Context: an optimization exercise on an open-source flow, tuned for small area, a short achievable clock period and few clock cycles per item. The choices shown serve that exercise and are no tape-out recipe.
In this exercise RTL edits were held to simulation tests only and were not proved equivalent to the original.

==> run Z <==
// M1
module M1 (
  input logic Clock,
  input logic Resetn,
  input logic Start,
  output logic Stop,
  output logic[17:0]   SRAM_address,
  output logic[15:0]   SRAM_write_data,
  output logic         SRAM_we_n,
  input logic[15:0]    SRAM_read_data
);
clock: 24.0 ns
lec_check: 0
cap_margin: 20
core_margin: 2
core_utilization: 40
slew_margin: 20
standard.sh (not shown) runs the stock make flow with config.mk's settings and CLKGATE_MAP_FILE= SYNTH_SCRIPT=/design/flow/synth_recipe.tcl, a recipe that flattens the netlist after the stock synthesis.
==> flow/flow/run.sh <==
#!/bin/bash
# Standard synthesis and layout, with faster port buffers (buf_4) and the
# extra ORFS settings listed in flow/make.env (one NAME=value per line).
# Logs go to this folder.
set -uo pipefail
here=$(pwd)
args=()
while IFS= read -r line; do [ -n "$line" ] && args+=("$line"); done < flow/make.env
bash standard.sh synth > "$here/synth.log" 2>&1 || exit 1
bash standard.sh finish "BUFFER_PORTS_ARGS=-buffer_cell sky130_fd_sc_hd__buf_4" \
  "${args[@]}" > "$here/layout.log" 2>&1 || exit 1
==> flow/flow/make.env <==
CTS_ARGS=-sink_clustering_enable -repair_clock_nets -sink_clustering_size 25 -sink_clustering_max_diameter 100 -branching_point_buffers_distance 2000 -distance_between_buffers 2000
==> run A (differences from run Z) <==
--- a/flow/design.v
+++ b/flow/design.v
@@ -361,25 +361,20 @@
 wire tg_w211 = tg_w123 ^ tg_w166 ^ tg_w167; wire tg_w212 = (tg_w123 & tg_w166) | (tg_w167 & (tg_w123 ^ tg_w166));
 wire tg_w213 = tg_w127 ^ tg_w168 ^ tg_w169; wire tg_w214 = (tg_w127 & tg_w168) | (tg_w169 & (tg_w127 ^ tg_w168));
 wire tg_w215 = ~(tg_w170 ^ tg_w171); wire tg_w216 = (tg_w170) | (tg_w171);
 wire tg_w217 = tg_w130 ^ tg_w172; wire tg_w218 = tg_w130 & tg_w172;
 wire [26:0] tg_ra = {1'b1, 1'b1, tg_w216, tg_w214, tg_w212, tg_w210, tg_w208, tg_w206, tg_w204, tg_w202, tg_w200, tg_w198, tg_w196, tg_w194, tg_w192, tg_w190, tg_w188, tg_w186, tg_w184, tg_w182, tg_w180, tg_w178, tg_w176, tg_w174, 1'b1, ~ev[1], ~ev[0]};
 wire [26:0] tg_rb = {1'b0, tg_w218, tg_w217, tg_w215, tg_w213, tg_w211, tg_w209, tg_w207, tg_w205, tg_w203, tg_w201, tg_w199, tg_w197, tg_w195, tg_w193, tg_w191, tg_w189, tg_w187, tg_w185, tg_w183, tg_w181, tg_w179, tg_w177, tg_w175, tg_w173, 1'b0, 1'b1};
 assign sG = tg_ra + tg_rb;
-logic [10:0] qx, qg;          
-logic [7:0] cx, cg;
+logic [7:0] cx, cg;           
 function automatic logic [7:0] clip(input logic [10:0] x);
   if (x[10]) clip = 8'd0;
   else if (x[9:8] != 2'b00) clip = 8'd255;
   else clip = x[7:0];
 endfunction
-always_comb begin
-  cx = clip(qx);
-  cg = clip(qg);
-end
 logic wr_next;     
 always_comb wr_next = wen & (ph[2] | ph[4] | ph[5] | ph[6] | ph[8] | ph[9]);
 logic we;          
 assign SRAM_we_n = ~we;
 always_ff @(posedge Clock or negedge Resetn) begin
   if (~Resetn) begin
     act <= 1'b0;
@@ -419,13 +414,13 @@
 always_ff @(posedge Clock) begin
   if (ph[0] | ph[3]) yw <= SRAM_read_data;
   if (ph[0] | ph[1] | ph[4] | ph[6]) begin
     for (int k = 0; k < 15; k++) cw[k] <= cw[k+1];
     cw[13] <= (ph[4] | ph[6]) ? SRAM_read_data[15:8] : cw[14];
     cw[15] <= SRAM_read_data[7:0];
   end
-  qx <= sX[26:16];
-  qg <= sG[26:16];
+  cx <= clip(sX[26:16]);
+  cg <= clip(sG[26:16]);
   if (!(ph[4] | ph[8])) SRAM_write_data[15:8] <= (ph[5] | ph[9]) ? cg : cx;
   SRAM_write_data[7:0] <= (ph[2] | ph[6]) ? cg : cx;
 end
 endmodule
==> flow/flow/make.env (replaced) <==
CTS_CLUSTER_SIZE=25
CTS_CLUSTER_DIAMETER=100
==> qor summary <==
|  | run Z | run A |
|---|---|---|
| Result of the run | complete, no violations | complete, no violations |
| Worst hold slack | 0.419 ns | 0.412 ns |
| Final instance area | 0.0222 sq mm | 0.0218 sq mm |
| Final-layout fill cell count | 4891 | 4668 |
| Worst-case hold path end point | cw[10][7] | cw[10][4] |
| R2r worst-path depth | 19 | 18 |
| Placeable core region | 0.0511 sq mm | 0.0500 sq mm |
| Worst slew pin tran | 0.916 ns | 1.06 ns |
| Ratio of cells with drive above 1 in the final layout | 7.68% | 7.95% |
| First-pass GRT wire length | 70500 microns | 69800 microns |
| Routability cong. | 0.870 | 0.921 |
| Met2 wirelength from detailed routing | 21000 microns | 20400 microns |
| Share of the core filled with cells in the final layout | 43.5% | 43.7% |
| Met1 GRT Util | 22.9% | 22.5% |
| Final-layout clock-cell area share | 2.36% | 2.16% |
| Post-synthesis instance area | 0.0206 sq mm | 0.0202 sq mm |
| Via count of the first global-routing pass | 13340 | 13280 |
Testbench counts of run Z, summed over its fixed seeds: cycles 768,120, images 4.
Testbench counts of run A, summed over its fixed seeds: cycles 768,120, images 4.

[static timing again, ports no longer ideal]
How much do the figures lean on ideal ports? The routed layouts below were timed once more, with nothing changed but the port constraints. Step 1: set_driving_cell puts a clkbuf_16 on Clock and a buf_2 on each other input, an assumption about the parent block. Step 2 times the ports against the registers' clock, not the clock port: input delays grow and output delays shrink by t, the midpoint of the rising clock arrivals with the driver on. Three values: ideal, step 1, step 2; two values: the first two.
run | t, ns | setup slack, ns | latest minus earliest clock arrival (ns) | worst register clock-pin slew, ns | worst slew at a driven data input, ns
run Z | 0.574 | 18.117 / 18.067 / 18.513 | 0.023 / 0.023 | 0.10 / 0.10 | 0.05
run A | 0.574 | 18.120 / 18.069 / 18.430 | 0.023 / 0.023 | 0.10 / 0.10 | 0.05
After both steps setup and hold are still met in every run listed.
